What follows belongs to an exercise in optimizing a design on an open flow for small area and a short achievable clock period; a production flow would make more cautious choices. At most, simulation tests tie the RTL to the original design; equivalence was not proved. No activity file was given, so power comes from the tool's default toggle rates.

== the reference run ==
==> flow/design.v (excerpt) <==
module axi_csr_fifo_top #(
    parameter ADDR_WIDTH = 12,
    parameter DATA_WIDTH = 32,
    parameter FIFO_DEPTH = 16
)(
    input  wire                         ACLK,
    input  wire                         ARESETn,
    input  wire [ADDR_WIDTH - 1:0]      S_AXI_AWADDR,
    input  wire                         S_AXI_AWVALID,
    output wire                         S_AXI_AWREADY,
    input  wire [DATA_WIDTH - 1:0]      S_AXI_WDATA,
    input  wire [(DATA_WIDTH/8) - 1:0]  S_AXI_WSTRB,
    input  wire                         S_AXI_WVALID,
    output wire                         S_AXI_WREADY,
    output wire [1:0]                   S_AXI_BRESP,
    output wire                         S_AXI_BVALID,
    input  wire                         S_AXI_BREADY,
    input  wire [ADDR_WIDTH - 1:0]      S_AXI_ARADDR,
    input  wire                         S_AXI_ARVALID,
    output wire                         S_AXI_ARREADY,
    output wire [DATA_WIDTH - 1:0]      S_AXI_RDATA,
    output wire [1:0]                   S_AXI_RRESP,
    output wire                         S_AXI_RVALID,
    input  wire                         S_AXI_RREADY,
    input  wire                         wr_en,
    input  wire                         rd_en,
    input  wire [DATA_WIDTH - 1:0]      data_in,
    output reg  [DATA_WIDTH - 1:0]      data_out
);
Size: ~1300 cells after synthesis, ~630 flip-flops, roughly 170 I/O pins, about 24000 um^2 of cells after synthesis.
==> module axi_csr_fifo_top, before the edit <==
module axi_csr_fifo_top #(
    parameter ADDR_WIDTH = 12,
    parameter DATA_WIDTH = 32,
    parameter FIFO_DEPTH = 16
)(
    input  wire                         ACLK,
    input  wire                         ARESETn,
    input  wire [ADDR_WIDTH - 1:0]      S_AXI_AWADDR,
    input  wire                         S_AXI_AWVALID,
    output wire                         S_AXI_AWREADY,
    input  wire [DATA_WIDTH - 1:0]      S_AXI_WDATA,
    input  wire [(DATA_WIDTH/8) - 1:0]  S_AXI_WSTRB,
    input  wire                         S_AXI_WVALID,
    output wire                         S_AXI_WREADY,
    output wire [1:0]                   S_AXI_BRESP,
    output wire                         S_AXI_BVALID,
    input  wire                         S_AXI_BREADY,
    input  wire [ADDR_WIDTH - 1:0]      S_AXI_ARADDR,
    input  wire                         S_AXI_ARVALID,
    output wire                         S_AXI_ARREADY,
    output wire [DATA_WIDTH - 1:0]      S_AXI_RDATA,
    output wire [1:0]                   S_AXI_RRESP,
    output wire                         S_AXI_RVALID,
    input  wire                         S_AXI_RREADY,
    input  wire                         wr_en,
    input  wire                         rd_en,
    input  wire [DATA_WIDTH - 1:0]      data_in,
    output reg  [DATA_WIDTH - 1:0]      data_out
);
    reg        wready;
    reg        aw_en;
    reg        bvalid;
    reg        bresp1;
    reg [31:0] control;
    wire accept   = !wready && S_AXI_AWVALID && S_AXI_WVALID && aw_en;
    wire wr_fire  = wready && S_AXI_AWVALID && S_AXI_WVALID;
    wire bhs      = bvalid && S_AXI_BREADY;
    wire aw_is0   = (S_AXI_AWADDR == 12'h000);
    always @(posedge ACLK or negedge ARESETn) begin
        if (!ARESETn) begin
            wready <= 1'b0;
            aw_en  <= 1'b1;
            bvalid <= 1'b0;
        end else begin
            wready <= accept;
            if (accept)
                aw_en <= 1'b0;
            else if (bhs)
                aw_en <= 1'b1;
            if (wr_fire && !bvalid)
                bvalid <= 1'b1;
            else if (bhs)
                bvalid <= 1'b0;
        end
    end
    always @(posedge ACLK)
        if (wr_fire && !bvalid)
            bresp1 <= !aw_is0;
    integer b;
    always @(posedge ACLK or negedge ARESETn) begin
        if (!ARESETn)
            control <= 32'h0;
        else if (wr_fire && aw_is0)
            for (b = 0; b < 4; b = b + 1)
                if (S_AXI_WSTRB[b])
                    control[b*8 +: 8] <= S_AXI_WDATA[b*8 +: 8];
    end
    assign S_AXI_AWREADY = wready;
    assign S_AXI_WREADY  = wready;
    assign S_AXI_BVALID  = bvalid;
    assign S_AXI_BRESP   = {bresp1, 1'b0};
    reg [31:0] mem [0:15];
    reg [4:0]  wp, rp;
    wire       cs    = control[0];
    wire       empty = (wp == rp);
    wire       full  = (wp[4] != rp[4]) && (wp[3:0] == rp[3:0]);
    wire [4:0] level = wp - rp;
    wire       we    = cs && wr_en && !full;
    wire       re    = cs && rd_en && !empty;
    always @(posedge ACLK or negedge ARESETn) begin
        if (!ARESETn) begin
            wp <= 5'd0;
            rp <= 5'd0;
        end else begin
            if (we) wp <= wp + 5'd1;
            if (re) rp <= rp + 5'd1;
        end
    end
    always @(posedge ACLK)
        if (we)
            mem[wp[3:0]] <= data_in;
    always @(posedge ACLK or negedge ARESETn) begin
        if (!ARESETn)
            data_out <= 32'h0;
        else if (re)
            data_out <= mem[rp[3:0]];
    end
    reg        arready;
    reg        rvalid;
    reg        rresp1;
    reg [31:0] rdata;
    wire rd_fire = arready && S_AXI_ARVALID && !rvalid;
    wire ar_lo   = (S_AXI_ARADDR[11:4] == 8'h00) && (S_AXI_ARADDR[1:0] == 2'b00);
    wire ar_is0  = ar_lo && (S_AXI_ARADDR[3:2] == 2'd0);
    wire ar_is4  = ar_lo && (S_AXI_ARADDR[3:2] == 2'd1);
    wire ar_is8  = ar_lo && (S_AXI_ARADDR[3:2] == 2'd2);
    wire [31:0] status_v = {16'd0, 3'd0, level, 6'd0, full, empty};
    wire [31:0] level_v  = {27'd0, level};
    wire [31:0] rd_val   = ({32{ar_is0}} & control) |
                           ({32{ar_is4}} & status_v) |
                           ({32{ar_is8}} & level_v);
    always @(posedge ACLK or negedge ARESETn) begin
        if (!ARESETn) begin
            arready <= 1'b0;
            rvalid  <= 1'b0;
        end else begin
            arready <= !arready && S_AXI_ARVALID && !rvalid;
            if (rd_fire)
                rvalid <= 1'b1;
            else if (rvalid && S_AXI_RREADY)
                rvalid <= 1'b0;
        end
    end
    always @(posedge ACLK)
        if (rd_fire) begin
            rdata  <= rd_val;
            rresp1 <= !(ar_is0 || ar_is4 || ar_is8);
        end
    assign S_AXI_ARREADY = arready;
    assign S_AXI_RVALID  = rvalid;
    assign S_AXI_RDATA   = rdata;
    assign S_AXI_RRESP   = {rresp1, 1'b0};
endmodule
make LEC_CHECK=0 CAP_MARGIN=20 CORE_MARGIN=2 CORE_UTILIZATION=40 SETUP_SLACK_MARGIN=3.0 SLEW_MARGIN=20 finish   # period 5.0 ns
run.sh (not shown) runs the stock make flow with config.mk's settings and CLKGATE_MAP_FILE= SYNTH_SCRIPT=/design/flow/synth_recipe.tcl, a recipe that flattens the netlist after the stock synthesis.
For the trial run, these inputs were changed with respect to the reference run:
--- a/flow/design.v
+++ b/flow/design.v
@@ -72,28 +72,37 @@
     assign S_AXI_BRESP   = {bresp1, 1'b0};
     reg [31:0] mem [0:15];
-    reg [4:0]  wp, rp;
+    reg [3:0]  wp, rp;
+    reg        full, empty;
     wire       cs    = control[0];
-    wire       empty = (wp == rp);
-    wire       full  = (wp[4] != rp[4]) && (wp[3:0] == rp[3:0]);
-    wire [4:0] level = wp - rp;
+    wire [3:0] diff  = wp - rp;
+    wire [4:0] level = {full, diff};
     wire       we    = cs && wr_en && !full;
     wire       re    = cs && rd_en && !empty;
     always @(posedge ACLK or negedge ARESETn) begin
         if (!ARESETn) begin
-            wp <= 5'd0;
-            rp <= 5'd0;
+            wp    <= 4'd0;
+            rp    <= 4'd0;
+            full  <= 1'b0;
+            empty <= 1'b1;
         end else begin
-            if (we) wp <= wp + 5'd1;
-            if (re) rp <= rp + 5'd1;
+            if (we) wp <= wp + 4'd1;
+            if (re) rp <= rp + 4'd1;
+            if (we && !re) begin
+                full  <= (diff == 4'd15);
+                empty <= 1'b0;
+            end else if (re && !we) begin
+                full  <= 1'b0;
+                empty <= (diff == 4'd1);
+            end
         end
     end
     always @(posedge ACLK)
         if (we)
-            mem[wp[3:0]] <= data_in;
+            mem[wp] <= data_in;
     always @(posedge ACLK or negedge ARESETn) begin
         if (!ARESETn)
             data_out <= 32'h0;
         else if (re)
-            data_out <= mem[rp[3:0]];
+            data_out <= mem[rp];
     end
     reg        arready;
### Flow results
Layout cell share with drive strength beyond 1, the trial run and the reference run: larger value in the trial run
Compared with the reference run, non-clock buffer count in the trial run decreased by more than 10%.
Taking the reference run as the reference, in the trial run net count of the finished layout has decreased; leakage power of the design down 9.8%; cell internal power dissipation lost about 0.7%; number of cells upsized or downsized after cts lost about 20%; via count normalized by instance count went down by about 0.55%.
For the reference run, only the layout was checked, not whether the RTL still works.

port drivers added, routing unchanged:
The results above use ideal ports. As a check the final layouts listed here were re-extracted and re-timed, cells and wires unchanged. Step 1, drivers: a clkbuf_16 drives ACLK and a buf_2 each remaining input, both assumed. Step 2 adds t to the input delays and takes it off the output delays; t is the mean of the earliest and latest rising clock arrival at the registers after step 1. Input paths then give back, and output paths get back, about the clock's delay inside the block. a / b / c = ideal ports / drivers / drivers and shift; a / b = the first two.
| run | t (ns) | slack for setup (ns) | clock arrival spread, ns | worst register clock-pin slew, ns |
|---|---|---|---|---|
| the reference run | 0.652 | 2.568 / 2.557 / 1.905 | 0.032 / 0.032 | 0.07 / 0.07 |
| the trial run | 0.645 | 2.839 / 2.778 / 2.250 | 0.028 / 0.028 | 0.06 / 0.06 |
After both steps setup and hold are still met in every run listed. The setup slack of the reference run, which loses most, moves by -0.011 ns with the drivers and by -0.663 ns with both steps.
